Context: an optimization exercise on an open-source flow, tuned for small area. The choices shown serve that exercise and are no tape-out recipe. Function was checked by simulation only, so behaviour that the tests miss may differ from the original. The flow treats the clock pin as an ideal source, which a real chip does not have. Power and IR drop assume default switching activity.

### design/flow/config.mk
export PLATFORM = sky130hd
export DESIGN_NAME = top
export DESIGN_NICKNAME = top
export VERILOG_FILES = /design/flow/design.v
export SDC_FILE = /design/flow/constraint.sdc
export NUM_CORES = 4
export LEC_CHECK = 0
export CAP_MARGIN = 20
export CORE_MARGIN = 2
export CORE_UTILIZATION = 70
export PLACE_DENSITY = 0.8
export SLEW_MARGIN = 20
### design/flow/constraint.sdc
create_clock -name core_clock -period 6.7 [get_ports {clk}]
set_input_delay 1.3400 -clock core_clock [delete_from_list [all_inputs] [get_ports {clk}]]
set_output_delay 1.3400 -clock core_clock [all_outputs]
set_load 0.01 [all_outputs]
### design/flow/design.v
`timescale 1ns / 1ps
module vgaf(
    input  clk148,
    input  rst_n,            
    input  BTNU,
    output h_sync,
    output v_sync,
    output [3:0] red,
    output [3:0] green,
    output [3:0] blue,
    output reg point_scored
);
    function [11:0] inc12;
        input [11:0] x; input cin;
        integer i; reg c;
        begin
            c = cin;
            for (i = 0; i < 12; i = i + 1) begin
                inc12[i] = x[i] ^ c;
                c = c & x[i];
            end
        end
    endfunction
    function [11:0] add12;
        input [11:0] a; input [11:0] b; input cin;
        integer i; reg c;
        begin
            c = cin;
            for (i = 0; i < 12; i = i + 1) begin
                add12[i] = a[i] ^ b[i] ^ c;
                c = (a[i] & b[i]) | (c & (a[i] ^ b[i]));
            end
        end
    endfunction
    reg [11:0] h_count;      
    reg [10:0] v_count;      
    reg [5:0]  grav_hi;      
    reg [10:0] bird_n;       
    reg [8:0]  wall_n;       
    reg        hole_hi;      
    reg [7:0]  wall_cnt;     
    reg [3:0]  jump;         
    reg        prev_BTNU;
    reg        game_over;
    wire h_end = ((h_count[11] & h_count[7] & h_count[4] & h_count[2] & h_count[1] & h_count[0]));
    wire v_end = ((v_count[10] & v_count[6] & v_count[5] & v_count[2]));
    wire v_wrap = h_end & v_end;
    wire [11:0] h_inc = inc12(h_count, 1'b1);
    wire [11:0] v_inc = inc12({1'b0, v_count}, h_end);
    always @(posedge clk148 or posedge rst_n) begin
        if (rst_n) begin
            h_count <= 0;
            v_count <= 0;
        end else begin
            h_count <= h_inc & ~{h_end, 3'b0, h_end, 2'b0, h_end, h_end, 3'b0};          
            v_count <= v_inc[10:0] & ~{v_wrap, 3'b0, v_wrap, v_wrap, 2'b0, v_wrap, 1'b0, v_wrap};  
        end
    end
    wire h_sync_w = ((h_count[11] & ~h_count[7] & ~h_count[6] & ~h_count[5] & ~h_count[4] & ~h_count[3] & ~h_count[2]) | (h_count[10] & h_count[9] & h_count[8] & h_count[7] & h_count[6] & h_count[4] & h_count[3]) | (h_count[10] & h_count[9] & h_count[8] & h_count[7] & h_count[6] & h_count[5]));
    wire v_sync_w = ((v_count[10] & v_count[6] & ~v_count[5] & ~v_count[4] & ~v_count[3] & ~v_count[2] & ~v_count[1] & ~v_count[0]) | (v_count[10] & v_count[5] & v_count[4] & v_count[3] & v_count[2]));
    assign h_sync = h_sync_w;    
    assign v_sync = v_sync_w;    
    wire jumping = jump[3] | jump[2];
    wire rising = jumping & ~(&jump);            
    wire [11:0] j_inc = inc12({8'd0, jump}, 1'b1);
    always @(posedge clk148 or posedge rst_n) begin
        if (rst_n) begin
            prev_BTNU <= 0;
            jump <= 0;
        end else begin
            prev_BTNU <= BTNU;
            if (jumping)
                jump <= j_inc[3:0];
            else if (BTNU && !prev_BTNU)
                jump <= 4'd4;
        end
    end
    wire [11:0] g_inc = inc12({6'd0, grav_hi}, &h_count[2:0]);
    always @(posedge clk148 or posedge rst_n) begin
        if (rst_n)
            grav_hi <= 0;
        else
            grav_hi <= g_inc[5:0];
    end
    wire grav = (grav_hi == 6'd15) && (h_count[2:0] == 3'd5);    
    wire rise_ok = ~((~bird_n[10] & ~bird_n[9] & bird_n[4]) | (~bird_n[10] & ~bird_n[9] & bird_n[3] & bird_n[2] & bird_n[1] & bird_n[0]));
    wire fall_ok = ~((~bird_n[10] & bird_n[7] & ~bird_n[5] & ~bird_n[2]) | (~bird_n[10] & bird_n[9] & ~bird_n[5] & ~bird_n[1] & ~bird_n[0]));
    wire cy_ge20 = ((~bird_n[4] & ~bird_n[3] & ~bird_n[2] & ~bird_n[1] & ~bird_n[0]) | (bird_n[10]) | (bird_n[7]));
    wire up   = rising & rise_ok;
    wire down = ~jumping & grav & fall_ok;
    wire [11:0] bn_next = add12({1'b0, bird_n}, {1'b0, {9{down}}, up | down, up}, 1'b0);   
    always @(posedge clk148 or posedge rst_n) begin
        if (rst_n)
            bird_n <= 11'd1798;      
        else
            bird_n <= bn_next[10:0];
    end
    localparam [7:0] W_START = 8'b00000100;
    localparam [7:0] W_LAST  = 8'b00001010;
    localparam [7:0] W_MASK  = 8'b11110101;
    wire w_last = ((wall_cnt ^ W_LAST) & W_MASK) == 8'd0;
    wire w_fb = wall_cnt[2] ^ wall_cnt[7];
    always @(posedge clk148 or posedge rst_n) begin
        if (rst_n)
            wall_cnt <= W_START;
        else
            wall_cnt <= {wall_cnt[6:4], wall_cnt[3] & ~w_last, wall_cnt[2:0], w_fb};
    end
    wire wall_zero = ((~wall_n[8] & ~wall_n[7] & ~wall_n[6] & ~wall_n[5]));
    wire hit_x = ~((~wall_n[8]) | (~wall_n[7]) | (~wall_n[6]) | (~wall_n[5] & ~wall_n[4] & ~wall_n[3]) | (wall_n[5] & wall_n[3]) | (wall_n[5] & wall_n[4]) | (~wall_n[4] & wall_n[3] & ~wall_n[2] & ~wall_n[1] & ~wall_n[0]));
    wire wrap = w_last & wall_zero;
    wire [11:0] n_inc = inc12({3'd0, wall_n}, w_last);
    always @(posedge clk148 or posedge rst_n) begin
        if (rst_n) begin
            wall_n <= 9'd32;         
            hole_hi <= 0;
        end else begin
            wall_n <= {n_inc[8:6], n_inc[5] | wrap, n_inc[4:1], n_inc[0] & ~wrap};    
            hole_hi <= hole_hi ^ wrap;
        end
    end
    always @(posedge clk148 or posedge rst_n) begin
        if (rst_n)
            point_scored <= 0;
        else
            point_scored <= wrap & ~game_over;
    end
    wire out_hole0 = ((bird_n[9] & bird_n[8]) | (bird_n[10] & ~bird_n[9] & ~bird_n[8]) | (bird_n[8] & ~bird_n[7]) | (bird_n[8] & ~bird_n[6]) | (~bird_n[8] & bird_n[7] & bird_n[6] & bird_n[5]) | (bird_n[8] & ~bird_n[5] & ~bird_n[4]) | (~bird_n[8] & bird_n[7] & bird_n[6] & bird_n[4] & bird_n[3]) | (~bird_n[8] & bird_n[7] & bird_n[6] & bird_n[4] & bird_n[2] & bird_n[1]) | (~bird_n[10] & ~bird_n[4] & ~bird_n[3] & ~bird_n[2] & ~bird_n[1] & ~bird_n[0]) | (~bird_n[8] & bird_n[7] & bird_n[6] & bird_n[4] & bird_n[2] & bird_n[0]));
    wire out_hole1 = ((bird_n[10] & ~bird_n[9] & ~bird_n[8]) | (bird_n[9] & bird_n[8]) | (~bird_n[8] & bird_n[7]) | (bird_n[9] & bird_n[5]) | (~bird_n[8] & bird_n[6]) | (bird_n[9] & bird_n[4]) | (bird_n[8] & ~bird_n[7] & ~bird_n[6] & ~bird_n[5] & ~bird_n[4] & ~bird_n[3]) | (bird_n[9] & bird_n[3] & bird_n[2] & bird_n[1]) | (bird_n[9] & bird_n[3] & bird_n[2] & bird_n[0]) | (~bird_n[10] & ~bird_n[4] & ~bird_n[3] & ~bird_n[2] & ~bird_n[1] & ~bird_n[0]));
    wire out_hole = hole_hi ? out_hole1 : out_hole0;
    always @(posedge clk148 or posedge rst_n) begin
        if (rst_n)
            game_over <= 0;
        else
            game_over <= game_over | (hit_x & out_hole);
    end
    wire vis_h = ~((h_count[11]) | (h_count[10] & h_count[9] & h_count[8] & h_count[7]));
    wire vis_v = ~((v_count[10] & v_count[5] & v_count[4] & v_count[3]) | (v_count[10] & v_count[6]));
    wire visible = vis_h & vis_v;
    wire [11:0] f12 = add12({6'd0, v_count[5:0]}, {6'd0, bird_n[5:0]}, 1'b0);
    wire [5:0] f = f12[5:0];
    wire [4:0] fa = v_count[10:6], fb = bird_n[10:6];
    wire f_hi31 = &(fa ^ fb);
    wire f_hi0 = ~(fa[0] ^ fb[0]) & ((fa[4:1] ^ fb[4:1]) == (fa[3:0] | fb[3:0]));
    wire f_hi_zero = f12[6] ? f_hi31 : f_hi0;
    wire bird_h = ~((~h_count[7]) | (~h_count[6] & ~h_count[5]) | (h_count[6] & h_count[5]) | (h_count[8]) | (h_count[9]) | (h_count[10]) | (~h_count[6] & ~h_count[4]) | (h_count[5] & ~h_count[3] & ~h_count[2]) | (h_count[6] & h_count[4] & h_count[3] & h_count[2]));
    wire beak_h = ~((~h_count[4]) | (~h_count[3] & ~h_count[2] & ~h_count[1]) | (~h_count[6]));
    wire bird_v = f_hi_zero & (~f[5] | (~f[4] & ~f[3]));
    wire beak_v = (~f[4] & f[3] & f[2] & f[1] & f[0]) | (f[4] & ~f[3]) | (f[4] & ~f[2] & ~f[1] & ~f[0]);    
    wire bird = cy_ge20 & bird_v & bird_h;
    wire beak = beak_v & beak_h;
    wire [11:0] s12 = add12({7'd0, h_count[6:2]}, {7'd0, wall_n[4:0]}, 1'b0);
    wire [4:0] s = s12[4:0];
    wire [3:0] sa = h_count[10:7], sb = wall_n[8:5];
    wire s_hi15 = &(sa ^ sb);
    wire s_hi0 = ~(sa[0] ^ sb[0]) & ((sa[3:1] ^ sb[3:1]) == (sa[2:0] | sb[2:0]));
    wire s_hi_zero = s12[5] ? s_hi15 : s_hi0;
    wire wall_v0 = ~((~v_count[9] & v_count[8] & v_count[5] & v_count[3] & v_count[2]) | (~v_count[9] & v_count[8] & v_count[5] & v_count[4]) | (~v_count[9] & v_count[8] & v_count[6]) | (~v_count[9] & v_count[8] & v_count[7]) | (v_count[9] & ~v_count[8] & ~v_count[7] & ~v_count[6]) | (v_count[9] & ~v_count[8] & ~v_count[7] & ~v_count[5] & ~v_count[4]) | (v_count[9] & ~v_count[8] & ~v_count[7] & ~v_count[5] & ~v_count[3]) | (v_count[9] & ~v_count[8] & ~v_count[7] & ~v_count[5] & ~v_count[2] & ~v_count[1] & ~v_count[0]));
    wire wall_v1 = ~((~v_count[9] & v_count[8] & v_count[7] & v_count[6] & v_count[5] & v_count[4] & v_count[2]) | (~v_count[9] & v_count[8] & v_count[7] & v_count[6] & v_count[5] & v_count[4] & v_count[3]) | (v_count[9] & ~v_count[8]) | (v_count[9] & ~v_count[7] & ~v_count[6] & ~v_count[5]) | (v_count[9] & ~v_count[7] & ~v_count[6] & ~v_count[4] & ~v_count[3] & ~v_count[2] & ~v_count[1] & ~v_count[0]));
    wire wall_h = s_hi_zero & (~s[4] | (~s[3] & ~s[2]));
    wire wall_v = hole_hi ? wall_v1 : wall_v0;
    wire wall = wall_h & wall_v;
    wire live = visible & ~game_over;
    wire px_wall = live & wall;
    wire px_bird = live & bird;
    wire px_body = px_bird & ~beak;
    assign red   = {4{visible & (game_over | bird)}};
    assign green = {px_wall | px_bird, {3{px_wall | px_body}}};
    assign blue  = {4{px_wall}};
endmodule
`timescale 1ns / 1ps
module score(
    input clk148,
    input rst_n,             
    input point,
    output [3:0] an,
    output [6:0] seg
);
    reg [3:0] ones, tens;
    reg [16:0] refresh;      
    reg digit_sel;
    wire [3:0] digit = digit_sel ? tens : ones;
    wire ones_t0 = ~(1'b0);
    wire ones_t1 = ((~ones[3] & ones[0]));
    wire ones_t2 = ((ones[1] & ones[0]));
    wire ones_t3 = ((ones[3] & ones[0]) | (ones[2] & ones[1] & ones[0]));
    wire ones_9 = ((ones[3] & ones[0]));
    wire tens_t0 = ~(1'b0);
    wire tens_t1 = ((~tens[3] & tens[0]));
    wire tens_t2 = ((tens[1] & tens[0]));
    wire tens_t3 = ((tens[3] & tens[0]) | (tens[2] & tens[1] & tens[0]));
    wire tens_9 = ((tens[3] & tens[0]));
    wire seg_0 = ((~digit[3] & ~digit[2] & ~digit[1] & digit[0]) | (digit[2] & ~digit[1] & ~digit[0]));
    wire seg_1 = ((digit[2] & ~digit[1] & digit[0]) | (digit[2] & digit[1] & ~digit[0]));
    wire seg_2 = ((~digit[2] & digit[1] & ~digit[0]));
    wire seg_3 = ((~digit[3] & ~digit[2] & ~digit[1] & digit[0]) | (digit[2] & ~digit[1] & ~digit[0]) | (digit[2] & digit[1] & digit[0]));
    wire seg_4 = ((digit[0]) | (digit[2] & ~digit[1]));
    wire seg_5 = ((~digit[3] & ~digit[2] & digit[0]) | (~digit[2] & digit[1]) | (digit[1] & digit[0]));
    wire seg_6 = ((~digit[3] & ~digit[2] & ~digit[1]) | (digit[2] & digit[1] & digit[0]));
    wire sat = tens_9 & ones_9;                  
    wire inc_ones = point & ~sat;
    wire inc_tens = inc_ones & ones_9;
    always @(posedge clk148 or posedge rst_n) begin
        if (rst_n) begin
            ones <= 4'd0;
            tens <= 4'd0;
        end else begin
            ones <= ones ^ ({4{inc_ones}} & {ones_t3, ones_t2, ones_t1, ones_t0});
            tens <= tens ^ ({4{inc_tens}} & {tens_t3, tens_t2, tens_t1, tens_t0});
        end
    end
    localparam [16:0] R_START = 17'b01100100110110001;
    localparam [16:0] R_LAST  = 17'b10110010011011010;
    localparam [16:0] R_MASK  = 17'b11110011111111011;
    wire r_last = ((refresh ^ R_LAST) & R_MASK) == 17'd0;
    wire r_fb = refresh[11] ^ refresh[16];
    always @(posedge clk148 or posedge rst_n) begin
        if (rst_n) begin
            refresh <= R_START;
            digit_sel <= 0;
        end else begin
            refresh <= {refresh[15:2], refresh[1] & ~r_last, refresh[0], r_fb};
            digit_sel <= digit_sel ^ r_last;
        end
    end
    assign an = {2'b11, ~digit_sel, digit_sel};
    assign seg = {seg_6, seg_5, seg_4, seg_3, seg_2, seg_1, seg_0};
endmodule
`timescale 1ns / 1ps
module top(
    input  clk,
    input  rst_n,
    input  BTNU,
    output h_sync,
    output v_sync,
    output wire [3:0] red,
    output wire [3:0] green,
    output wire [3:0] blue,
    output [3:0] an,
    output [6:0] seg
);
    wire point_scored;
    vgaf vga_inst (
        .clk148(clk),
        .rst_n(rst_n),
        .BTNU(BTNU),
        .h_sync(h_sync),
        .v_sync(v_sync),
        .red(red),
        .green(green),
        .blue(blue),
        .point_scored(point_scored)
    );
    score scor_inst (
        .clk148(clk),
        .rst_n(rst_n),
        .point(point_scored),
        .an(an),
        .seg(seg)
    );
endmodule
### design/flow/flow/run.sh
#!/bin/bash
# Own layout flow: the standard flow (standard.sh), with the smallest
# buffer on the ports and no dummy clock loads in CTS.
set -e
export BUFFER_PORTS_ARGS="-buffer_cell sky130_fd_sc_hd__buf_1"
export CTS_ARGS="-sink_clustering_enable -repair_clock_nets -dont_use_dummy_load -sink_clustering_size 100 -sink_clustering_max_diameter 500 -buf_list {sky130_fd_sc_hd__clkbuf_4 sky130_fd_sc_hd__clkbuf_8 sky130_fd_sc_hd__clkbuf_16}"
bash standard.sh > standard.log 2>&1
### design/flow/standard.sh
#!/bin/bash
# synth_recipe.tcl (not shown) runs the flow's synth.tcl, then flattens the netlist and writes it again
# the make line also repeats each setting of config.mk as NAME=value (left out here)
make -C /OpenROAD-flow-scripts/flow DESIGN_CONFIG=/design/flow/config.mk WORK_HOME=/design/flow/orfs CLKGATE_MAP_FILE= SYNTH_SCRIPT=/design/flow/synth_recipe.tcl "${@:-finish}"
==> results.py, run 1 <==
metrics = {
    "critical_path": {
        "r2r-start": "vga_inst.bird_n[0]",
        "crit_chain": "inv_1 > fa_1 > fa_1 > fa_1 > inv_1 > fa_1 > fa_1 > o21ai_0 > and3_1 > o2111ai_1 > o31ai_1 > buf_1",
        "r2r_slack_ns": 1.54,
        "worst_ep_required_time_ns": 5.36,
        "cp-end-kind": "primary output",
        "crit_path_max_fanout": 3,
        "slowest_delay_ns": 0.55,
        "reg2regPathDepth": 18,
        "critPathLaunchType": "flop",
        "regToRegEndpoint": "vga_inst.bird_n[10]",
        "crit_arrival_ns": 4.03,
        "path_common_cell": "fa_1",
        "critPathKind": "flop to primary output",
        "cpMaxStageDelayCell": "dfstp_2",
    },
    "power_and_ir_drop": {
        "p_leak_nw": 2.43,
        "peakVddDrop_uv": 147,
        "p_per_area_nw_per_um2": 182,
        "power_mw": 0.900,
    },
    "synthesis": {
        "yosys_warnings": 2,
        "synth_area_sq_um": 4760,
        "synth_area_leaders": "dfrtp_1 (40%), ha_1 (12%), dfstp_2 (8.3%), fa_1 (7.2%), inv_1 (3.2%)",
        "synth_seq_area_share": 0.483,
        "synth_cells": 402,
        "synth_common_cells": "dfrtp_1 (76), ha_1 (46), inv_1 (41)",
        "yosysUniqueCellTypes": 56,
        "ys.flop_type": "dfrtp_1",
        "synth_top_cell_area_share": 0.400,
        "ys_seq_elements": 91,
        "avgSynthCellArea_sq_um": 11.8,
        "synth.largest_area_cell": "dfrtp_1",
        "synth_most_common_cell": "dfrtp_1",
        "async_reset_ff_frac": 1.00,
        "synth_edf_count": 0,
    },
    "clock_tree": {
        "cts_tree": "done",
        "cts_root_buf": "clkbuf_8",
        "hold_buffers": 0,
        "cts_buffers": 9,
        "path_clk_slew_ns": 0.10,
        "cts_sinks": 91,
        "clock_path_buffers": 2,
        "cts.repair.resized": 0,
        "clock_latency_ns": 0.37,
        "ctsHtreeMaxLevel": 3,
        "cts_setup_buffers": 0,
    },
    "place": {
        "dp.final_hpwl_microns": 5750,
        "io_buffers": 25,
        "routabilityCongestion": 0.891,
        "dp_cells": 487,
    },
    "floorplan": {
        "initial_utilization": 0.712,
        "die_w_microns": 86.4,
        "coreArea_sq_um": 6680,
        "rows": 30,
        "die_h_microns": 86.4,
        "dieArea_sq_um": 7470,
        "pin_count": 28,
    },
    "grt": {
        "grt_use_total": 0.230,
        "grt_start_max_net_pins": 92,
        "grt_pass1_wl_microns": 13200,
        "grt_pass1_vias": 2843,
        "antenna_found_initial": 0,
        "grt-ovfl-total": 0,
    },
    "worst_hold_path": {
        "min_from": "vga_inst.wall_cnt[1]",
        "hp-class": "flop to flop",
        "hold_end": "vga_inst.wall_cnt[2]",
        "min_path_cells": 0,
    },
    "drt": {
        "routed_wl_microns": 7950,
        "wire_per_inst_microns": 16.0,
        "drc": 0,
        "antenna_left": 0,
        "vias": 2949,
        "viasPerCell": 5.95,
        "drtPass1Iterations": 4,
        "drt_iter0_markers": 162,
    },
    "final_layout": {
        "multi_input_area_sq_um": 2140,
        "finish.utilization": 0.738,
        "fin_cells": 496,
        "fillerInstances": 464,
        "antenna_cells": 0,
        "final_nets": 484,
        "area_delta_synth_final_pct": 3.65,
        "drive_gt1_frac": 0.0841,
        "final-seq-area_sq_um": 2300,
    },
    "sta": {
        "finalHoldViolations": 0,
        "rsz0062_at_grt": "false",
        "fmax_mhz": 186,
        "clock-skew-final_ns": 0.0401,
        "relSlewSlack": 0.471,
        "worst_pin_slew_ns": 0.793,
        "period_share": 0.801,
        "setup_tns_ns": 0,
        "finalSetupViolCount": 0,
        "drv_slew": 0,
        "finalCriticalPeriod_ns": 5.37,
    },
    "run": {
        "cap_violations": 0,
    },
    "run_status": {
        "status": "complete, no violations",
    },
}
## through the flow
stage / setup WS [ns] / area (sq um) / hold slack, ns
floorplan: 1.75 / 4760 / 0.331
global placement: 1.77 / 4800 / 0.335
detailed placement: 1.54 / 4800 / 0.341
CTS: 1.29 / 4930 / 0.339
global route: 1.14 / 4930 / 0.345
finish: 1.33 / 4930 / 0.338
## state kept, by name, indices dropped and copies added, names as in the netlist, 4 cells and up
| register | count |
|---|---|
| scor_inst.refresh | 17 |
| vga_inst.h_count | 12 |
| vga_inst.bird_n | 11 |
| vga_inst.v_count | 11 |
| vga_inst.wall_n | 9 |
| vga_inst.wall_cnt | 8 |
| vga_inst.grav_hi | 6 |
| scor_inst.ones | 4 |
| scor_inst.tens | 4 |
| vga_inst.jump | 4 |
## power breakdown
part / total (mW) / internal, mW / switching [mW] / leakage (nW)
clock network: 0.287 / 0.121 / 0.167 / 0.0647
registers: 0.567 / 0.560 / 0.00693 / 1.16
logic: 0.0451 / 0.0164 / 0.0287 / 1.21
total: 0.900 / 0.697 / 0.202 / 2.43
## layer usage
metal | up-vias | GRT usage | part of all wire
li1 | 1404 | - | -
met1 | 1460 | 0.322 | 0.45
met2 | 71 | 0.368 | 0.49
met3 | 14 | 0.0419 | 0.045
met4 | 0 | 0.0810 | 0.015
met5 | - | 0 | 0
## cell families after synthesis
kind of cell             synth area share
AO/OA/AOI/OAI                      0.0792
multiplexers                       0.0153
flip-flops                          0.483
buffers and inverters              0.0676
adder cells (fa/ha/maj)             0.192
other                            0.000788
AND/OR/NAND/NOR                     0.118
XOR/XNOR                           0.0442
## worst max-delay path: cells and delay by family, from the launching register on
family                     cells  cell delay, ns
buffers and inverters          3            0.35
DFF                            1            0.55
adders and majority gates      5            1.93
AOI/OAI and AO/OA              3            0.65
and+or+nand+nor                1            0.19
## how the worst max path moves through the flow
stage	start	end	slack (ns)	cells after the start
finish	vga_inst.bird_n[1]	green[1]	1.33	12
global route	vga_inst.bird_n[1]	green[1]	1.14	12
CTS	vga_inst.bird_n[1]	green[1]	1.29	12
detailed placement	vga_inst.bird_n[0]	vga_inst.bird_n[10]	1.54	18
global placement	vga_inst.bird_n[0]	vga_inst.bird_n[10]	1.77	18
floorplan	vga_inst.bird_n[1]	green[1]	1.75	12
## layout make-up
class,instances,share of cell area
Sequential cell,91,0.465
Multi-Input combinational cell,248,0.435
Inverter,41,0.0315
Clock buffer,9,0.0251
Timing Repair Buffer,27,0.0228
Tap cell,80,0.0203
## layout by cell type, fill, tap and decap left out, types with 2 or more instances in the layout
cell type,instances
dfrtp_1,76
ha_1,46
inv_1,40
buf_1,25
nand2_1,18
nor2_1,18
fa_1,17
dfstp_2,15
o21ai_0,14
nor2b_1,12
xnor2_1,12
xor2_1,12
nand4_1,10
clkbuf_8,9
a31oi_1,6
nand3_1,6
a21oi_1,6
mux2i_1,5
nor3_1,5
nand2b_1,4
and3_1,3
nand4b_1,3
or3_1,3
nor4_1,3
a41oi_1,3
a2111oi_0,3
o31ai_1,3
mux2_2,2
nor4_2,2
a211oi_1,2
nor3_2,2
a311oi_1,2
o2111ai_1,2
a22oi_1,2
o22ai_1,2
conb_1,2
==> inputs of run 2 (changes only) <==
==> design/flow/run.sh (new file) <==
#!/bin/bash
# synth_recipe.tcl (not shown) runs the flow's synth.tcl, then flattens the netlist and writes it again
# the make line also repeats each setting of config.mk as NAME=value (left out here)
make -C /OpenROAD-flow-scripts/flow DESIGN_CONFIG=/design/flow/config.mk WORK_HOME=/design/flow/orfs CLKGATE_MAP_FILE= SYNTH_SCRIPT=/design/flow/synth_recipe.tcl finish
removed: design/flow/flow/run.sh
removed: design/flow/standard.sh
==> run 2 against run 1 <==
Sequential power hardly changed. Fmax decreased by 7.4%. Global-route usage grew 1.0 points. Total power grew 11%. Design area increased by 4.9%. First-iteration DRC count rose by 22%. Flip-flop and latch count did not move. Clock power grew 36%. Via count down 0.71%. Non-clock buffer count unchanged. Register-to-register slack got worse by 0.10 ns. Cell count up 1.4%. Critical endpoint is now green[0]. Largest cell class unchanged. Largest power group unchanged.
==> results.py, run 2 <==
metrics = {
    "drt": {
        "drtPass1Iterations": 5,
        "drt_iter0_markers": 198,
        "drc": 0,
        "antenna_left": 0,
        "vias": 2928,
        "viasPerCell": 5.82,
        "wire_per_inst_microns": 16.2,
        "routed_wl_microns": 8150,
    },
    "place": {
        "io_buffers": 25,
        "dp_cells": 487,
        "dp.final_hpwl_microns": 5900,
        "routabilityCongestion": 0.872,
    },
    "worst_hold_path": {
        "hp-class": "flop to flop",
        "min_path_cells": 0,
    },
    "synthesis": {
        "synth_most_common_cell": "dfrtp_1",
        "synth_area_sq_um": 4760,
        "yosys_warnings": 2,
        "yosysUniqueCellTypes": 56,
        "ys_seq_elements": 91,
        "synth_seq_area_share": 0.483,
        "synth.largest_area_cell": "dfrtp_1",
        "synth_cells": 402,
        "synth_common_cells": "dfrtp_1 (76), ha_1 (46), inv_1 (41)",
        "synth_area_leaders": "dfrtp_1 (40%), ha_1 (12%), dfstp_2 (8.3%), fa_1 (7.2%), inv_1 (3.2%)",
        "synth_top_cell_area_share": 0.400,
        "avgSynthCellArea_sq_um": 11.8,
        "async_reset_ff_frac": 1.00,
        "ys.flop_type": "dfrtp_1",
        "synth_edf_count": 0,
    },
    "final_layout": {
        "layout_commonest_cell": "dfrtp_1",
        "fin_cells": 503,
        "regMostFlops": "scor_inst.refresh",
        "area_delta_synth_final_pct": 8.73,
        "final_nets": 484,
        "largest_reg_flops": 17,
        "final_cell_mix": "dfrtp_1 (76), ha_1 (46), inv_1 (40), clkdlybuf4s50_1 (25)",
        "antenna_cells": 0,
        "reg_top3": "scor_inst.refresh (17), vga_inst.h_count (12)",
        "drive_gt1_frac": 0.0993,
    },
    "clock_tree": {
        "ctsHtreeMaxLevel": 3,
        "cts_buffers": 9,
        "hold_buffers": 0,
        "cts_sinks": 91,
        "clock_latency_ns": 0.37,
        "clock_path_buffers": 2,
        "cts.repair.resized": 0,
        "path_clk_slew_ns": 0.09,
        "cts_setup_buffers": 0,
        "cts_root_buf": "clkbuf_8",
        "cts_tree": "done",
    },
    "run_status": {
        "status": "complete, no violations",
    },
    "sta": {
        "clock-skew-final_ns": 0.0145,
        "finalCriticalPeriod_ns": 5.79,
        "hold_ws_ns": 0.360,
        "finalHoldViolations": 0,
        "setup_tns_ns": 0,
        "worst_pin_slew_ns": 0.772,
        "period_share": 0.865,
        "finalSetupViolCount": 0,
        "rsz0062_at_grt": "false",
        "drv_slew": 0,
        "relSlewSlack": 0.486,
        "fmax_mhz": 173,
    },
    "floorplan": {
        "coreArea_sq_um": 6680,
        "rows": 30,
        "die_h_microns": 86.4,
        "pin_count": 28,
        "dieArea_sq_um": 7470,
        "die_w_microns": 86.4,
        "initial_utilization": 0.712,
    },
    "grt": {
        "grt_start_max_net_pins": 92,
        "grt_use_total": 0.240,
        "grt-ovfl-total": 0,
        "antenna_found_initial": 0,
        "grt_pass1_vias": 2875,
        "grt_pass1_wl_microns": 13700,
    },
    "critical_path": {
        "crit_arrival_ns": 4.45,
        "crit_path_max_fanout": 3,
        "critPathKind": "flop to primary output",
        "worst_ep_required_time_ns": 5.36,
        "cp-end-kind": "primary output",
        "reg2regPathDepth": 18,
        "critPathLaunchType": "flop",
    },
    "power_and_ir_drop": {
        "peakVddDrop_uv": 167,
        "p_per_area_nw_per_um2": 194,
        "power_mw": 1.00,
        "p_leak_nw": 2.53,
    },
    "run": {
        "cap_violations": 0,
    },
}
[run 2: cell types whose count changed in the layout (fill, tap and decap cells not counted), sizes merged]
cell and change:
clkdlybuf4s50 +25, bufinv +1, clkbuf +1, inv +2, clkinv +2, buf -25
clkinvlp +1
[run 2: routing by layer]
metal | vias to the layer above | global-route usage | part of all wire
met5 | - | 0 | 0
met4 | 0 | 0.0781 | 0.014
met3 | 9 | 0.0543 | 0.044
met2 | 61 | 0.393 | 0.50
met1 | 1444 | 0.323 | 0.44
li1 | 1414 | - | -
[run 2: cell type report]
cell class	instances	area, sq um
clock buffers	10	138
multi-input cells	248	2140
fillers	447	1510
flip-flops and latches	91	2300
inverters	41	155
clock inverters	6	71.3
well taps	80	100
repair buffers	27	269
[run 2: cells by family after synthesis]
group,synth area share
and+or+nand+nor,0.118
DFF,0.483
buffers and inverters,0.0676
xor gates and xnor gates,0.0442
muxes,0.0153
AOI/OAI and AO/OA,0.0792
other,0.000788
adders and majority gates,0.192
[run 2: path summary, 6_finish.rpt]
| check | startpoint | to | slack, ns |
|---|---|---|---|
| min in group asynchronous | rst_n | scor_inst.refresh[16] | 1.50 |
| max reg2reg | vga_inst.bird_n[0] | vga_inst.bird_n[10] | 1.44 |
| min | scor_inst.refresh[12] | scor_inst.refresh[13] | 0.36 |
| min reg2reg | scor_inst.refresh[12] | scor_inst.refresh[13] | 0.36 |
| max in group asynchronous | rst_n | vga_inst.v_count[9] | 4.67 |
| max | vga_inst.bird_n[1] | green[0] | 0.91 |
[run 2: stage by stage]
stage	setup WS [ns]	utilization	instance area [sq um]
2_1_floorplan	1.75	-	4760
3_3_place_gp	1.39	0.743	4960
3_5_place_dp	1.27	0.743	4960
4_1_cts	0.863	0.774	5170
5_1_grt	0.680	0.774	5170
6_report	0.905	0.774	5170
[run 2: power by group]
part | internal (mW) | switching [mW] | leakage [nW]
clock | 0.187 | 0.203 | 0.105
sequential | 0.560 | 0.00704 | 1.16
combinational | 0.0172 | 0.0280 | 1.27
[run 2: critical path: stages, from the launching register on]
cell and delay [ns]:
dfstp_2 0.55, inv_1 0.08, fa_1 0.43, fa_1 0.46, fa_1 0.43, inv_1 0.10
fa_1 0.21, fa_1 0.38, o21ai_0 0.10, and3_1 0.19, o2111ai_1 0.18, o31ai_1 0.39
clkdlybuf4s50_1 0.61
==> inputs of run 3 (changes only) <==
==> design/flow/flow/run.sh (new file) <==
#!/bin/bash
# Own layout flow: the standard flow (standard.sh) with three changes:
#  - synthesis maps the logic with an area-oriented ABC script (abc_area.script);
#    everything else in synthesis, registers included, is the standard flow's own;
#  - the ports get the smallest buffer (buf_1);
#  - the clock tree is built by pre_cts.tcl (four clkbuf_8 fed by the port).
set -euo pipefail
F="$PWD/flow"
cat > "$F/my_synth.tcl" <<EOT
proc abc {args} {
  set i [lsearch \$args -script]
  if {\$i >= 0} { lset args [expr {\$i + 1}] $F/abc_area.script }
  yosys abc {*}\$args
}
source $PWD/synth_recipe.tcl
EOT
export BUFFER_PORTS_ARGS="-buffer_cell sky130_fd_sc_hd__buf_1"
export PRE_CTS_TCL="$F/pre_cts.tcl"
bash standard.sh SYNTH_SCRIPT="$F/my_synth.tcl" finish > standard.log 2>&1
==> design/flow/flow/abc_area.script (new file) <==
&get -n
&st
&syn2
&dch -f
&nf -a -R 1000
&put
mfs2
&get -n
&st
&syn2
&dch -f
&nf -a -R 1000
&put
mfs2
&get -n
&st
&dch -f
&nf -a -R 1000
&put
topo
==> design/flow/flow/clk.tcl (new file) <==
# Hand-built clock tree: the clock port drives NB leaf clock buffers, each
# driving an equal share of the flip-flops, split by recursive bisection of
# their placed locations; each buffer is placed at the centre of its share.
proc clk_split { sinks k } {
  if {$k == 1} { return [list $sinks] }
  set xs {}; set ys {}
  foreach s $sinks { lappend xs [lindex $s 1]; lappend ys [lindex $s 2] }
  set xs [lsort -real $xs]; set ys [lsort -real $ys]
  set axis [expr {([lindex $xs end] - [lindex $xs 0]) >= ([lindex $ys end] - [lindex $ys 0]) ? 1 : 2}]
  set sorted [lsort -real -index $axis $sinks]
  set k1 [expr {$k / 2}]
  set n1 [expr {int(round([llength $sinks] * double($k1) / $k))}]
  return [concat [clk_split [lrange $sorted 0 [expr {$n1 - 1}]] $k1] \
                 [clk_split [lrange $sorted $n1 end] [expr {$k - $k1}]]]
}

proc manual_clock_tree { nb bufname } {
  set block [ord::get_db_block]
  set clknet [$block findNet clk]
  set master [[ord::get_db] findMaster $bufname]
  set sinks {}
  foreach it [$clknet getITerms] {
    set b [[$it getInst] getBBox]
    lappend sinks [list $it [expr {([$b xMin] + [$b xMax]) / 2.0}] [expr {([$b yMin] + [$b yMax]) / 2.0}]]
  }
  set k 0
  foreach group [clk_split $sinks $nb] {
    set buf [odb::dbInst_create $block $master clkbuf_leaf_$k]
    set net [odb::dbNet_create $block clknet_leaf_$k]
    $net setSigType CLOCK
    [$buf findITerm A] connect $clknet
    [$buf findITerm X] connect $net
    set sx 0; set sy 0
    foreach s $group {
      set it [lindex $s 0]; $it disconnect; $it connect $net
      set sx [expr {$sx + [lindex $s 1]}]; set sy [expr {$sy + [lindex $s 2]}]
    }
    set m [llength $group]
    $buf setLocation [expr {int($sx / $m)}] [expr {int($sy / $m)}]
    $buf setPlacementStatus PLACED
    incr k
  }
}
==> design/flow/flow/my_synth.tcl (new file) <==
proc abc {args} {
  set i [lsearch $args -script]
  if {$i >= 0} { lset args [expr {$i + 1}] /design/flow/flow/abc_area.script }
  yosys abc {*}$args
}
source /design/flow/synth_recipe.tcl
==> design/flow/flow/pre_cts.tcl (new file) <==
# PRE_CTS hook: build the clock tree by hand (the clock port drives four
# clkbuf_8, each driving a cluster of flip-flops) and have TritonCTS skip
# those nets, so it adds no further levels or dummy loads.
source [file join [file dirname [info script]] clk.tcl]
manual_clock_tree 3 sky130_fd_sc_hd__clkbuf_16
set_cts_config -skip_nets {clk clknet_leaf_0 clknet_leaf_1 clknet_leaf_2}
==> design/flow/standard.sh (new file) <==
#!/bin/bash
# synth_recipe.tcl (not shown) runs the flow's synth.tcl, then flattens the netlist and writes it again
# the make line also repeats each setting of config.mk as NAME=value (left out here)
make -C /OpenROAD-flow-scripts/flow DESIGN_CONFIG=/design/flow/config.mk WORK_HOME=/design/flow/orfs CLKGATE_MAP_FILE= SYNTH_SCRIPT=/design/flow/synth_recipe.tcl "${@:-finish}"
removed: design/flow/run.sh
==> run 3 against run 2 <==
Utilization decreased by 2.4 points. First-iteration DRC count grew 4.0%. Sequential share of layout area increased by 3.8 points. Clock power is 45% lower. Wire length decreased by 3.0%. Largest cell class unchanged.
==> results.py, run 3 <==
metrics = {
    "run_status": {
        "status": "complete, no violations",
    },
    "drt": {
        "routed_wl_microns": 7910,
        "drtPass1Iterations": 5,
        "drt_iter0_markers": 206,
        "viasPerCell": 5.95,
        "vias": 2898,
        "antenna_left": 0,
        "wire_per_inst_microns": 16.2,
        "drc": 0,
    },
    "critical_path": {
        "crit_arrival_ns": 4.51,
        "critPathLaunchType": "flop",
        "path_common_cell": "fa_1",
        "crit_path_max_fanout": 3,
        "cp-end-kind": "primary output",
        "r2r_slack_ns": 1.32,
        "crit_chain": "clkinv_1 > fa_1 > fa_1 > fa_1 > clkinv_1 > fa_1 > fa_1 > o21ai_0 > o2111ai_1 > a2111oi_0 > nand2_1 > o21ai_0 > buf_1",
        "critPathKind": "flop to primary output",
        "regToRegEndpoint": "vga_inst.bird_n[10]",
        "slowest_delay_ns": 0.61,
        "r2r-start": "vga_inst.bird_n[9]",
        "worst_ep_required_time_ns": 5.36,
        "cpMaxStageDelayCell": "a2111oi_0",
        "reg2regPathDepth": 18,
    },
    "worst_hold_path": {
        "hold_end": "vga_inst.wall_cnt[2]",
        "min_from": "vga_inst.wall_cnt[1]",
        "min_path_cells": 0,
        "hp-class": "flop to flop",
    },
    "grt": {
        "grt_start_max_net_pins": 92,
        "grt-ovfl-total": 0,
        "grt_use_total": 0.231,
        "grt_pass1_vias": 2942,
        "antenna_found_initial": 0,
        "grt_pass1_wl_microns": 13800,
    },
    "final_layout": {
        "drive_gt1_frac": 0.0537,
        "reg_top3": "scor_inst.refresh (17), vga_inst.h_count (12)",
        "antenna_cells": 0,
        "final_cell_mix": "dfrtp_1 (76), ha_1 (46), clkinv_1 (39), nor2_1 (28), buf_1 (25)",
        "area_delta_synth_final_pct": 3.31,
        "final_nets": 478,
        "regMostFlops": "scor_inst.refresh",
        "largest_reg_flops": 17,
        "fillerInstances": 419,
        "layout_commonest_cell": "dfrtp_1",
    },
    "clock_tree": {
        "cts_setup_buffers": 0,
        "path_clk_slew_ns": 0.11,
        "clock_latency_ns": 0.17,
        "hold_buffers": 0,
        "cts.repair.resized": 0,
    },
    "synthesis": {
        "yosysUniqueCellTypes": 46,
        "yosys_warnings": 2,
        "synth_top_family_by_area": "adder cells",
        "avgSynthCellArea_sq_um": 11.6,
        "synth_common_cells": "dfrtp_1 (76), ha_1 (46), clkinv_1 (40)",
        "synthAdderAreaFrac": 0.199,
        "synth_top_cell_area_share": 0.412,
        "synth-xor-area-share": 0.0342,
        "synth_mux_area_frac": 0.00895,
        "ys_seq_elements": 91,
        "synth.largest_area_cell": "dfrtp_1",
        "synth_cells": 398,
        "synth_most_common_cell": "dfrtp_1",
        "synth_area_leaders": "dfrtp_1 (41%), ha_1 (12%), dfstp_2 (8.5%), fa_1 (7.4%), clkinv_1 (3.3%)",
        "yosys.area_share.simple": 0.110,
        "synth_area_sq_um": 4610,
        "synth_compound_area_frac": 0.0860,
        "synth_edf_count": 0,
        "async_reset_ff_frac": 1.00,
        "ys.flop_type": "dfrtp_1",
        "synth_seq_area_share": 0.498,
    },
    "place": {
        "pre_cts_ws_ns": 1.19,
        "routabilityCongestion": 0.848,
        "dp.final_hpwl_microns": 5950,
        "io_buffers": 25,
    },
    "sta": {
        "fmax_mhz": 171,
        "layout_setup_ws_ns": 0.849,
        "relSlewSlack": 0.313,
        "clock-skew-final_ns": 0.00844,
        "setup_tns_ns": 0,
        "drv_slew": 0,
        "finalHoldViolations": 0,
        "rsz0062_at_grt": "false",
        "worst_pin_slew_ns": 1.02,
        "period_share": 0.873,
        "finalCriticalPeriod_ns": 5.85,
        "finalSetupViolCount": 0,
    },
    "power_and_ir_drop": {
        "peakVddDrop_uv": 249,
        "p_per_area_nw_per_um2": 229,
        "swShare": 0.291,
        "p_int_mw": 0.775,
        "p_leak_nw": 2.25,
        "seqPwrFrac": 0.599,
        "combPwrFrac": 0.204,
        "clkPwrFrac": 0.197,
        "power_switching_mw": 0.318,
    },
    "floorplan": {
        "dieArea_sq_um": 7250,
        "initial_utilization": 0.726,
        "die_w_microns": 85.2,
        "pin_count": 28,
        "rows": 29,
        "die_h_microns": 85.2,
        "coreArea_sq_um": 6350,
    },
    "run": {
        "cap_violations": 0,
    },
}
[run 3: cell types whose count changed after synthesis, moves of 3 or more]
cell      delta
nor2b_1      -4
nor2_1      +10
nand3_1      +3
nand2_1      +5
o311ai_0     +3
o21a_1       +3
or3_1        -3
inv_1       -41
nor4_1       +3
a21oi_1      +7
clkinv_1    +40
xor2_1       -4
[run 3: power groups by stage]
stage                     combinational, mW  clock, mW  sequential [mW]
final                                 0.223      0.215            0.655
after CTS                             0.224      0.163            0.665
after global placement                0.209          0            0.661
after floorplan                       0.172          0            0.647
after global routing                  0.255      0.238            0.663
after detailed placement              0.221          0            0.663
[run 3: layout make-up]
cell class | instances | area [sq um] | area share
buffer | 3 | 75.1 | 0.0158
inverter | 40 | 151 | 0.0318
multi-input combinational | 249 | 2030 | 0.427
sequential | 91 | 2300 | 0.482
tap | 77 | 96.3 | 0.0202
timing repair buffer | 27 | 113 | 0.0236
[run 3: stage by stage]
| step | hold WS [ns] | power (mW) | area (sq um) | util | cells |
|---|---|---|---|---|---|
| floorplan | 0.331 | 0.819 | 4620 | - | 399 |
| global placement | 0.336 | 0.870 | 4690 | 0.738 | 484 |
| detailed placement | 0.340 | 0.884 | 4690 | 0.738 | 484 |
| CTS | 0.342 | 1.05 | 4760 | 0.750 | 487 |
| global route | 0.374 | 1.16 | 4760 | 0.750 | 487 |
| finish | 0.369 | 1.09 | 4760 | 0.750 | 487 |
[run 3: cell families after synthesis]
| kind of cell | after synthesis |
|---|---|
| mux | 4 |
| xor+xnor | 18 |
| simple gates | 103 |
| other cells | 1 |
| flops | 91 |
| compound gates | 59 |
| fa+ha+maj | 63 |
| buf+inv | 59 |
[run 3: worst max path at each step]
| stage | endpoint | startpoint | depth (start not counted) |
|---|---|---|---|
| global placement | red[1] | vga_inst.bird_n[1] | 13 |
| finish | green[1] | vga_inst.bird_n[1] | 13 |
| detailed placement | red[3] | vga_inst.bird_n[1] | 13 |
| floorplan | red[1] | vga_inst.bird_n[1] | 13 |
| CTS | red[3] | vga_inst.bird_n[1] | 13 |
| global route | red[0] | vga_inst.bird_n[0] | 14 |
[run 3: worst max-delay path: cells and delay by family, from the launching register on]
kind	cells	cell delay, ns
adder cells (fa/ha/maj)	5	1.92
buffers and inverters	3	0.42
AND/OR/NAND/NOR	1	0.18
AO/OA/AOI/OAI	4	1.26
flip-flops	1	0.56
[run 3: per-layer routing]
layer | vias up | share of wire | global-route usage
met5 | - | 0 | 0
met4 | 0 | 0.015 | 0.0332
met2 | 69 | 0.49 | 0.388
met3 | 12 | 0.046 | 0.0165
met1 | 1433 | 0.45 | 0.345
li1 | 1384 | - | -
==> inputs of run 4 (changes only) <==
removed: design/flow/flow/my_synth.tcl
==> run 4 against run 3 <==
Still clean on timing, DRC and antenna. Die area stayed put. Area after synthesis did not move. Cell count unchanged. Global-route usage unchanged. Register-to-register slack hardly changed. Clock power about the same. Sequential share of layout area did not move. Via count stayed put. Clock skew unchanged. Utilization is the same. Synthesized cell count unchanged. Setup slack is the same. Largest cell class unchanged. Highest routed layer unchanged.
==> results.py, run 4 <==
metrics = {
    "run_status": {
        "status": "complete, no violations",
    },
    "synthesis": {
        "synth_area_leaders": "dfrtp_1 (41%), ha_1 (12%), dfstp_2 (8.5%), fa_1 (7.4%), clkinv_1 (3.3%)",
        "ys.flop_type": "dfrtp_1",
        "synth_top_cell_area_share": 0.412,
        "yosysUniqueCellTypes": 46,
        "synth_area_sq_um": 4610,
        "synth_seq_area_share": 0.498,
        "synth.largest_area_cell": "dfrtp_1",
        "ys_seq_elements": 91,
        "avgSynthCellArea_sq_um": 11.6,
        "synth_cells": 398,
        "yosys_warnings": 2,
        "async_reset_ff_frac": 1.00,
        "synth_edf_count": 0,
        "synth_common_cells": "dfrtp_1 (76), ha_1 (46), clkinv_1 (40)",
        "synth_most_common_cell": "dfrtp_1",
    },
    "drt": {
        "drtPass1Iterations": 5,
        "drc": 0,
        "wire_per_inst_microns": 16.2,
        "antenna_left": 0,
        "wl_met3_microns": 367,
        "vias": 2898,
        "wl_met2_microns": 3870,
        "viasPerCell": 5.95,
        "routed_wl_microns": 7910,
        "dr.max_layer_used": "met4",
        "wl_met1_microns": 3550,
        "drt_iter0_markers": 206,
    },
    "power_and_ir_drop": {
        "clkPwrFrac": 0.197,
        "swShare": 0.291,
        "p_leak_nw": 2.25,
        "p_per_area_nw_per_um2": 229,
        "seqPwrFrac": 0.599,
        "power_switching_mw": 0.318,
        "combPwrFrac": 0.204,
        "peakVddDrop_uv": 249,
        "p_int_mw": 0.775,
    },
    "run": {
        "cap_violations": 0,
    },
    "worst_hold_path": {
        "hp-class": "flop to flop",
    },
    "sta": {
        "period_share": 0.873,
        "rsz0062_at_grt": "false",
        "drv_slew": 0,
        "worst_pin_slew_ns": 1.02,
        "finalSetupViolCount": 0,
        "clock-skew-final_ns": 0.00844,
        "finalHoldViolations": 0,
        "fmax_mhz": 171,
        "relSlewSlack": 0.313,
        "setup_tns_ns": 0,
        "finalCriticalPeriod_ns": 5.85,
    },
    "place": {
        "routabilityCongestion": 0.848,
        "dpl-instance-area_sq_um": 4690,
        "io_buffers": 25,
        "dp.final_hpwl_microns": 5950,
    },
    "floorplan": {
        "pin_count": 28,
        "coreArea_sq_um": 6350,
        "die_h_microns": 85.2,
        "initial_utilization": 0.726,
        "dieArea_sq_um": 7250,
        "die_w_microns": 85.2,
        "rows": 29,
    },
    "critical_path": {
        "r2r_slack_ns": 1.32,
        "crit_path_max_fanout": 3,
        "critPathKind": "flop to primary output",
        "critPathLaunchType": "flop",
        "worst_ep_required_time_ns": 5.36,
        "crit_arrival_ns": 4.51,
        "cp-end-kind": "primary output",
    },
    "grt": {
        "grt_start_max_net_pins": 92,
        "grt_pass1_wl_microns": 13800,
        "grt-ovfl-total": 0,
        "grt_use_total": 0.231,
        "antenna_found_initial": 0,
        "grt_pass1_vias": 2942,
    },
    "final_layout": {
        "area_delta_synth_final_pct": 3.31,
        "regMostFlops": "scor_inst.refresh",
        "drive_gt1_frac": 0.0537,
        "final_nets": 478,
        "final_cell_mix": "dfrtp_1 (76), ha_1 (46), clkinv_1 (39), nor2_1 (28), buf_1 (25)",
        "largest_reg_flops": 17,
        "reg_top3": "scor_inst.refresh (17), vga_inst.h_count (12)",
        "antenna_cells": 0,
        "final_cell_area_sq_um": 4760,
        "layout_commonest_cell": "dfrtp_1",
    },
    "clock_tree": {
        "hold_buffers": 0,
        "clock_latency_ns": 0.17,
        "path_clk_slew_ns": 0.11,
        "cts.repair.resized": 0,
        "cts_setup_buffers": 0,
    },
}
-- run 4: cell counts after synthesis --
Identical to the previous run, type by type.
-- run 4: final cells by class --
type                       instances  area (sq um)
buffer                             3          75.1
fill                             419          1590
inverter                          40           151
multi-input combinational        249          2030
sequential                        91          2300
tap                               77          96.3
timing repair buffer              27           113
-- run 4: path summary, 6_finish.rpt --
path | to | from | cells past startpoint
min in group asynchronous | vga_inst.wall_cnt[6] | rst_n | 3
worst max-delay path | green[1] | vga_inst.bird_n[1] | 13
worst min register to register | vga_inst.wall_cnt[2] | vga_inst.wall_cnt[1] | 0
worst min-delay path | vga_inst.wall_cnt[2] | vga_inst.wall_cnt[1] | 0
worst max register to register | vga_inst.bird_n[10] | vga_inst.bird_n[9] | 18
max in group asynchronous | scor_inst.tens[2] | rst_n | 3
-- run 4: layer usage --
layer / up-vias / GRT usage
li1: 1384 / -
met3: 12 / 0.0165
met5: - / 0
met1: 1433 / 0.345
met2: 69 / 0.388
met4: 0 / 0.0332
-- run 4: logic make-up (layout without fill, tap and decap cells) --
| group | after synthesis | after routing | synth area share |
|---|---|---|---|
| compound gates | 59 | 59 | 0.0860 |
| simple gates | 103 | 103 | 0.110 |
| mux | 4 | 4 | 0.00895 |
| flops | 91 | 91 | 0.498 |
| other cells | 1 | 2 | 0.000813 |
| xor+xnor | 18 | 18 | 0.0342 |
| buf+inv | 59 | 70 | 0.0635 |
| fa+ha+maj | 63 | 63 | 0.199 |
-- run 4: through the flow --
step	util	total power, mW	setup slack (ns)	cells	hold slack (ns)
after detailed placement	0.738	0.884	1.19	484	0.340
after floorplan	-	0.819	1.28	399	0.331
after global routing	0.750	1.16	0.538	487	0.374
after CTS	0.750	1.05	1.10	487	0.342
final	0.750	1.09	0.849	487	0.369
after global placement	0.738	0.870	1.30	484	0.336
-- run 4: worst max-delay path, cell delays in order (launching register included) --
cell and delay, ns:
dfstp_2 0.56, clkinv_1 0.13, fa_1 0.44, fa_1 0.46, fa_1 0.43, clkinv_1 0.07, fa_1 0.20, fa_1 0.39
o21ai_0 0.10, o2111ai_1 0.15, a2111oi_0 0.61, nand2_1 0.18, o21ai_0 0.40, buf_1 0.22
-- run 4: power by group through the flow --
stage | Clock (mW) | Combinational [mW] | Sequential [mW]
6_report | 0.215 | 0.223 | 0.655
5_1_grt | 0.238 | 0.255 | 0.663
4_1_cts | 0.163 | 0.224 | 0.665
3_5_place_dp | 0 | 0.221 | 0.663
3_3_place_gp | 0 | 0.209 | 0.661
2_1_floorplan | 0 | 0.172 | 0.647
==> inputs of run 5 (changes only) <==
==> design/flow/flow/my_synth.tcl (new file) <==
proc abc {args} {
  set i [lsearch $args -script]
  if {$i >= 0} { lset args [expr {$i + 1}] /design/flow/flow/abc_area.script }
  yosys abc {*}$args
}
source /design/flow/synth_recipe.tcl
==> design/flow/flow/pre_cts.tcl (replaced) <==
# PRE_CTS hook: build the clock tree by hand (the clock port drives four
# clkbuf_8, each driving a cluster of flip-flops) and have TritonCTS skip
# those nets, so it adds no further levels or dummy loads.
source [file join [file dirname [info script]] clk.tcl]
manual_clock_tree 4 sky130_fd_sc_hd__clkbuf_16
set_cts_config -skip_nets {clk clknet_leaf_0 clknet_leaf_1 clknet_leaf_2 clknet_leaf_3}
==> run 5 against run 4 <==
Largest power group unchanged. Critical path depth is the same. Synthesized cell count stayed put. Still clean. Clock power grew 12%. Register-to-register slack is essentially flat. Die area did not move. Flip-flop and latch count did not move. Sequential power hardly changed. Highest routed layer unchanged. Utilization increased by 0.39 points.
==> results.py, run 5 <==
metrics = {
    "floorplan": {
        "initial_utilization": 0.726,
        "rows": 29,
        "dieArea_sq_um": 7250,
        "pin_count": 28,
        "die_w_microns": 85.2,
        "coreArea_sq_um": 6350,
        "die_h_microns": 85.2,
    },
    "critical_path": {
        "worst_ep_required_time_ns": 5.36,
        "reg2regPathDepth": 18,
        "regToRegEndpoint": "vga_inst.bird_n[10]",
        "critPathLaunchType": "flop",
        "cp-end-kind": "primary output",
        "crit_arrival_ns": 4.33,
        "crit_path_max_fanout": 4,
        "r2r-start": "vga_inst.bird_n[9]",
        "critPathLaunch": "vga_inst.bird_n[1]",
        "critPathKind": "flop to primary output",
        "r2r_slack_ns": 1.32,
        "endpoint": "red[3]",
    },
    "sta": {
        "layout_setup_ws_ns": 1.03,
        "period_share": 0.847,
        "hold_ws_ns": 0.361,
        "worst_pin_slew_ns": 0.964,
        "relSlewSlack": 0.352,
        "setup_tns_ns": 0,
        "clock-skew-final_ns": 0.0126,
        "fmax_mhz": 176,
        "drv_slew": 0,
        "finalSetupViolCount": 0,
        "rsz0062_at_grt": "false",
        "finalCriticalPeriod_ns": 5.67,
        "finalHoldViolations": 0,
    },
    "power_and_ir_drop": {
        "p_leak_nw": 2.26,
        "power_switching_mw": 0.318,
        "p_int_mw": 0.801,
        "seqPwrFrac": 0.585,
        "swShare": 0.284,
        "p_per_area_nw_per_um2": 234,
        "combPwrFrac": 0.201,
        "peakVddDrop_uv": 332,
        "clkPwrFrac": 0.214,
    },
    "drt": {
        "drc": 0,
        "viasPerCell": 5.93,
        "drt_iter0_markers": 151,
        "wire_per_inst_microns": 16.0,
        "antenna_left": 0,
        "routed_wl_microns": 7830,
        "drtPass1Iterations": 5,
        "vias": 2895,
    },
    "synthesis": {
        "synth_edf_count": 0,
        "synth_area_leaders": "dfrtp_1 (41%), ha_1 (12%), dfstp_2 (8.5%), fa_1 (7.4%), clkinv_1 (3.3%)",
        "yosys.area_share.simple": 0.110,
        "yosys_warnings": 2,
        "synth_top_family_by_area": "adder cells",
        "synth_top_cell_area_share": 0.412,
        "synth_cells": 398,
        "ys.flop_type": "dfrtp_1",
        "ys_seq_elements": 91,
        "synth_common_cells": "dfrtp_1 (76), ha_1 (46), clkinv_1 (40)",
        "async_reset_ff_frac": 1.00,
        "synth_area_sq_um": 4610,
        "synth-xor-area-share": 0.0342,
        "yosysUniqueCellTypes": 46,
        "synthAdderAreaFrac": 0.199,
        "synth_compound_area_frac": 0.0860,
        "synth.largest_area_cell": "dfrtp_1",
        "synth_most_common_cell": "dfrtp_1",
        "synth_seq_area_share": 0.498,
        "avgSynthCellArea_sq_um": 11.6,
        "synth_mux_area_frac": 0.00895,
    },
    "worst_hold_path": {
        "hp-class": "flop to flop",
    },
    "final_layout": {
        "reg_top3": "scor_inst.refresh (17), vga_inst.h_count (12)",
        "finish.utilization": 0.754,
        "largest_reg_flops": 17,
        "regMostFlops": "scor_inst.refresh",
        "layout_commonest_cell": "dfrtp_1",
        "final_cell_mix": "dfrtp_1 (76), ha_1 (46), clkinv_1 (39), nor2_1 (28), buf_1 (25)",
        "final_nets": 479,
        "drive_gt1_frac": 0.0560,
        "antenna_cells": 0,
        "area_delta_synth_final_pct": 3.85,
    },
    "run": {
        "cap_violations": 0,
    },
    "grt": {
        "antenna_found_initial": 0,
        "grt_pass1_wl_microns": 13800,
        "grt-ovfl-total": 0,
        "grt_use_total": 0.231,
        "grt_pass1_vias": 2952,
        "grt_start_max_net_pins": 92,
    },
    "clock_tree": {
        "cts.repair.resized": 0,
        "cts_setup_buffers": 0,
        "clock_latency_ns": 0.16,
        "hold_buffers": 0,
        "path_clk_slew_ns": 0.09,
    },
    "run_status": {
        "status": "complete, no violations",
    },
    "place": {
        "routabilityCongestion": 0.848,
        "io_buffers": 25,
        "dp.final_hpwl_microns": 5950,
        "pre_cts_ws_ns": 1.19,
    },
}
run 5: metrics by stage:
stage	std cells	total power [mW]	instance area (sq um)
finish	488	1.12	4790
global route	488	1.18	4790
CTS	488	1.08	4790
detailed placement	484	0.884	4690
global placement	484	0.870	4690
floorplan	399	0.819	4620
run 5: worst min-delay path by stage:
stage / depth (start not counted) / slack [ns] / to / from
6_report: 0 / 0.36 / vga_inst.wall_cnt[2] / vga_inst.wall_cnt[1]
5_1_grt: 0 / 0.38 / scor_inst.refresh[15] / scor_inst.refresh[14]
4_1_cts: 0 / 0.34 / vga_inst.wall_cnt[2] / vga_inst.wall_cnt[1]
3_5_place_dp: 0 / 0.34 / scor_inst.refresh[3] / scor_inst.refresh[2]
3_3_place_gp: 0 / 0.34 / scor_inst.refresh[13] / scor_inst.refresh[12]
2_1_floorplan: 0 / 0.33 / scor_inst.refresh[13] / scor_inst.refresh[12]
run 5: power groups by stage:
stage               sequential, mW  clock (mW)  combinational [mW]
finish                       0.655       0.240               0.225
global route                 0.662       0.262               0.257
CTS                          0.665       0.189               0.227
detailed placement           0.663           0               0.221
global placement             0.661           0               0.209
floorplan                    0.647           0               0.172
run 5: cell families after synthesis:
family,Yosys count
and+or+nand+nor,103
DFF,91
adders and majority gates,63
AOI/OAI and AO/OA,59
buffers and inverters,59
xor gates and xnor gates,18
muxes,4
other,1
run 5: cell type report:
class                      instances  area (sq um)
buffer                             4           100
fill                             417          1560
inverter                          40           151
multi-input combinational        249          2030
sequential                        91          2300
tap                               77          96.3
timing repair buffer              27           113
run 5: layer usage:
metal,track usage,vias to the layer above,share of wire
met5,0,-,0
met2,0.387,64,0.48
met1,0.344,1428,0.47
li1,-,1390,-
met4,0.0303,0,0.014
met3,0.0204,13,0.040
run 5: worst max-delay path, cell delays in order (launching register included):
cell and delay [ns]:
dfstp_2 0.55, clkinv_1 0.13, fa_1 0.44, fa_1 0.46, fa_1 0.42, clkinv_1 0.07
fa_1 0.20, fa_1 0.39, o21ai_0 0.10, o2111ai_1 0.14, a2111oi_0 0.50, nor2_1 0.08
nor4_1 0.49, buf_1 0.21
==> inputs of run 6 (changes only) <==
==> design/flow/flow/run.sh (replaced) <==
#!/bin/bash
# Own layout flow: the standard flow (standard.sh) with three changes:
#  - synthesis maps the logic with an area-oriented ABC script (abc_area.script)
#    and extracts only full adders (no half adders) before it; everything else
#    in synthesis, registers included, is the standard flow's own;
#  - the ports get the smallest buffer (buf_1);
#  - the clock tree is built by pre_cts.tcl (three clkbuf_16 fed by the port).
set -euo pipefail
F="$PWD/flow"
cat > "$F/my_synth.tcl" <<EOT
proc abc {args} {
  set i [lsearch \$args -script]
  if {\$i >= 0} { lset args [expr {\$i + 1}] $F/abc_area.script }
  yosys abc {*}\$args
}
proc extract_fa {args} { yosys extract_fa -fa }
source $PWD/synth_recipe.tcl
EOT
export BUFFER_PORTS_ARGS="-buffer_cell sky130_fd_sc_hd__buf_1"
export PRE_CTS_TCL="$F/pre_cts.tcl"
bash standard.sh SYNTH_SCRIPT="$F/my_synth.tcl" finish > standard.log 2>&1
==> design/flow/flow/my_synth.tcl (replaced) <==
proc abc {args} {
  set i [lsearch $args -script]
  if {$i >= 0} { lset args [expr {$i + 1}] /design/flow/flow/abc_area.script }
  yosys abc {*}$args
}
proc extract_fa {args} { yosys extract_fa -fa }
source /design/flow/synth_recipe.tcl
==> design/flow/flow/pre_cts.tcl (replaced) <==
# PRE_CTS hook: build the clock tree by hand (the clock port drives four
# clkbuf_8, each driving a cluster of flip-flops) and have TritonCTS skip
# those nets, so it adds no further levels or dummy loads.
source [file join [file dirname [info script]] clk.tcl]
manual_clock_tree 3 sky130_fd_sc_hd__clkbuf_16
set_cts_config -skip_nets {clk clknet_leaf_0 clknet_leaf_1 clknet_leaf_2}
==> run 6 against run 5 <==
Still clean. Wire length up 1.3%. Combinational power decreased by 4%. Cell count grew 4.9%. Highest routed layer unchanged.
==> results.py, run 6 <==
metrics = {
    "final_layout": {
        "antenna_cells": 0,
        "area_delta_synth_final_pct": 3.39,
        "final_nets": 457,
        "final_cell_mix": "dfrtp_1 (76), nor2_1 (42), nand2_1 (31), buf_1 (25), xnor2_1 (23)",
        "layout_commonest_cell": "dfrtp_1",
        "regMostFlops": "scor_inst.refresh",
        "reg_top3": "scor_inst.refresh (17), vga_inst.h_count (12)",
        "largest_reg_flops": 17,
        "drive_gt1_frac": 0.0506,
        "finish.utilization": 0.742,
    },
    "synthesis": {
        "synth.largest_area_cell": "dfrtp_1",
        "synthAdderAreaFrac": 0.0756,
        "synth_mux_area_frac": 0.00917,
        "synth_edf_count": 0,
        "ys.flop_type": "dfrtp_1",
        "synth_area_leaders": "dfrtp_1 (42%), dfstp_2 (8.8%), fa_1 (7.6%), xnor2_1 (4.5%), nor2_1 (3.5%)",
        "ys_seq_elements": 91,
        "synth_area_sq_um": 4500,
        "synth_seq_area_share": 0.510,
        "synth_most_common_cell": "dfrtp_1",
        "yosys.area_share.simple": 0.168,
        "synth_common_cells": "dfrtp_1 (76), nor2_1 (42), nand2_1 (31)",
        "synth_compound_area_frac": 0.108,
        "synth_cells": 423,
        "synth-xor-area-share": 0.0797,
        "async_reset_ff_frac": 1.00,
        "synth_top_cell_area_share": 0.422,
        "yosysUniqueCellTypes": 47,
        "synth_top_family_by_area": "simple AND/OR/NAND/NOR gates",
        "avgSynthCellArea_sq_um": 10.6,
        "yosys_warnings": 2,
    },
    "sta": {
        "rsz0062_at_grt": "false",
        "fmax_mhz": 178,
        "finalHoldViolations": 0,
        "period_share": 0.838,
        "setup_tns_ns": 0,
        "finalCriticalPeriod_ns": 5.61,
        "finalSetupViolCount": 0,
        "clock-skew-final_ns": 0.0130,
        "worst_pin_slew_ns": 0.783,
        "relSlewSlack": 0.478,
        "drv_slew": 0,
    },
    "power_and_ir_drop": {
        "p_per_area_nw_per_um2": 234,
        "p_leak_nw": 2.02,
        "peakVddDrop_uv": 254,
    },
    "floorplan": {
        "die_w_microns": 84.2,
        "coreArea_sq_um": 6280,
        "rows": 29,
        "pin_count": 28,
        "initial_utilization": 0.717,
        "die_h_microns": 84.2,
        "dieArea_sq_um": 7090,
    },
    "worst_hold_path": {
        "hold_end": "vga_inst.wall_cnt[2]",
        "hp-class": "flop to flop",
        "min_path_cells": 0,
        "min_from": "vga_inst.wall_cnt[1]",
    },
    "critical_path": {
        "path_buf_inv": 3,
        "critPathLaunchType": "flop",
        "reg2regPathDepth": 18,
        "critPathLaunch": "vga_inst.bird_n[1]",
        "cp-end-kind": "primary output",
        "critPathKind": "flop to primary output",
        "worst_ep_required_time_ns": 5.36,
        "crit_path_max_fanout": 3,
        "r2r-start": "vga_inst.bird_n[0]",
        "slowest_delay_ns": 0.56,
        "crit_arrival_ns": 4.27,
        "r2r_slack_ns": 1.39,
        "regToRegEndpoint": "vga_inst.bird_n[10]",
        "crit_family": "adder cells",
        "path_common_cell": "fa_1",
        "cpMaxStageDelayCell": "dfstp_2",
        "crit_chain": "clkinv_1 > fa_1 > fa_1 > fa_1 > clkinv_1 > fa_1 > fa_1 > o21ai_0 > nand4_1 > nor4_1 > nand2_1 > o21ai_0 > buf_1",
    },
    "drt": {
        "vias": 3081,
        "drc": 0,
        "drt_iter0_markers": 228,
        "routed_wl_microns": 7920,
        "wire_per_inst_microns": 15.5,
        "viasPerCell": 6.02,
        "drtPass1Iterations": 4,
        "antenna_left": 0,
    },
    "grt": {
        "grt_pass1_vias": 2894,
        "grt_pass1_wl_microns": 13900,
        "grt-ovfl-total": 0,
        "grt_start_max_net_pins": 92,
        "antenna_found_initial": 0,
        "grt_use_total": 0.232,
    },
    "clock_tree": {
        "hold_buffers": 0,
        "clock_latency_ns": 0.18,
        "cts_setup_buffers": 0,
        "path_clk_slew_ns": 0.11,
        "cts.repair.resized": 0,
    },
    "place": {
        "io_buffers": 25,
        "dp.final_hpwl_microns": 5730,
        "routabilityCongestion": 0.867,
    },
    "run": {
        "cap_violations": 0,
    },
    "run_status": {
        "status": "complete, no violations",
    },
}
run 6: cells by family (layout without fill, tap and decap cells):
logic type / count (synthesis) / after routing
and+or+nand+nor: 150 / 150
DFF: 91 / 91
AOI/OAI and AO/OA: 79 / 79
xor gates and xnor gates: 41 / 41
buffers and inverters: 40 / 51
adders and majority gates: 17 / 17
muxes: 4 / 4
other: 1 / 2
run 6: worst max path at each step:
stage | depth (start not counted) | to
floorplan | 17 | vga_inst.bird_n[10]
global placement | 13 | green[2]
detailed placement | 13 | green[0]
CTS | 13 | green[0]
global route | 13 | green[0]
finish | 13 | green[2]
run 6: where the power goes:
group / switching [mW] / internal, mW / total, mW
Clock: 0.133 / 0.0834 / 0.216
Combinational: 0.123 / 0.0917 / 0.215
Sequential: 0.0646 / 0.595 / 0.659
run 6: stage by stage:
| stage | power, mW | hold slack, ns | worst slack [ns] | area [sq um] | std cells |
|---|---|---|---|---|---|
| 2_1_floorplan | 0.822 | 0.331 | 1.54 | 4510 | 424 |
| 3_3_place_gp | 0.866 | 0.335 | 1.48 | 4580 | 509 |
| 3_5_place_dp | 0.882 | 0.336 | 1.34 | 4580 | 509 |
| 4_1_cts | 1.05 | 0.337 | 1.33 | 4650 | 512 |
| 5_1_grt | 1.16 | 0.369 | 0.878 | 4660 | 512 |
| 6_report | 1.09 | 0.361 | 1.09 | 4660 | 512 |
run 6: metal layers:
metal  vias to the layer above  GRT usage  part of all wire
met2                        59      0.358              0.47
met4                         0     0.0279             0.012
li1                       1488          -                 -
met5                         -          0                 0
met3                         8    0.00885             0.027
met1                      1526      0.389              0.49
run 6: area by class of cell:
type	instances	area, sq um
Buffer	3	75.1
Multi-Input combinational cell	293	2000
Fill cell	471	1620
Sequential cell	91	2300
Inverter	21	80.1
Tap cell	77	96.3
Timing Repair Buffer	27	113

## separate check: timing with driven ports
No port has a modelled driver above. Below, the same layouts with a new extraction and two added sets of constraints.
Step 1 (the two cells are an assumption about what drives the block):
set clk [get_ports {clk}]
set_driving_cell -lib_cell sky130_fd_sc_hd__clkbuf_16 $clk
set_driving_cell -lib_cell sky130_fd_sc_hd__buf_2 [delete_from_list [all_inputs] $clk]
Step 2 also shifts input and output timing later by t, the mid clock arrival at the registers, as if the neighbouring blocks saw the same clock.
a / b / c = no drivers / after step 1 / after step 2; a / b = the first two.
| run | t, ns | setup slack, ns | hold slack, ns | worst setup path at the end |
|---|---|---|---|---|
| run 1 | 0.381 | 1.334 / 1.304 / 1.539 | 0.338 / 0.338 / 0.338 | register to register |
| run 2 | 0.393 | 0.905 / 0.874 / 1.267 | 0.360 / 0.360 / 0.360 | register to output |
| run 3 | 0.232 | 0.849 / 0.785 / 1.018 | 0.369 / 0.369 / 0.369 | register to output |
| run 4 | 0.232 | 0.849 / 0.785 / 1.018 | 0.369 / 0.369 / 0.369 | register to output |
| run 5 | 0.228 | 1.025 / 0.948 / 1.177 | 0.361 / 0.361 / 0.361 | register to output |
| run 6 | 0.231 | 1.087 / 1.024 / 1.256 | 0.361 / 0.361 / 0.361 | register to output |
After both steps every run listed still meets setup and hold.
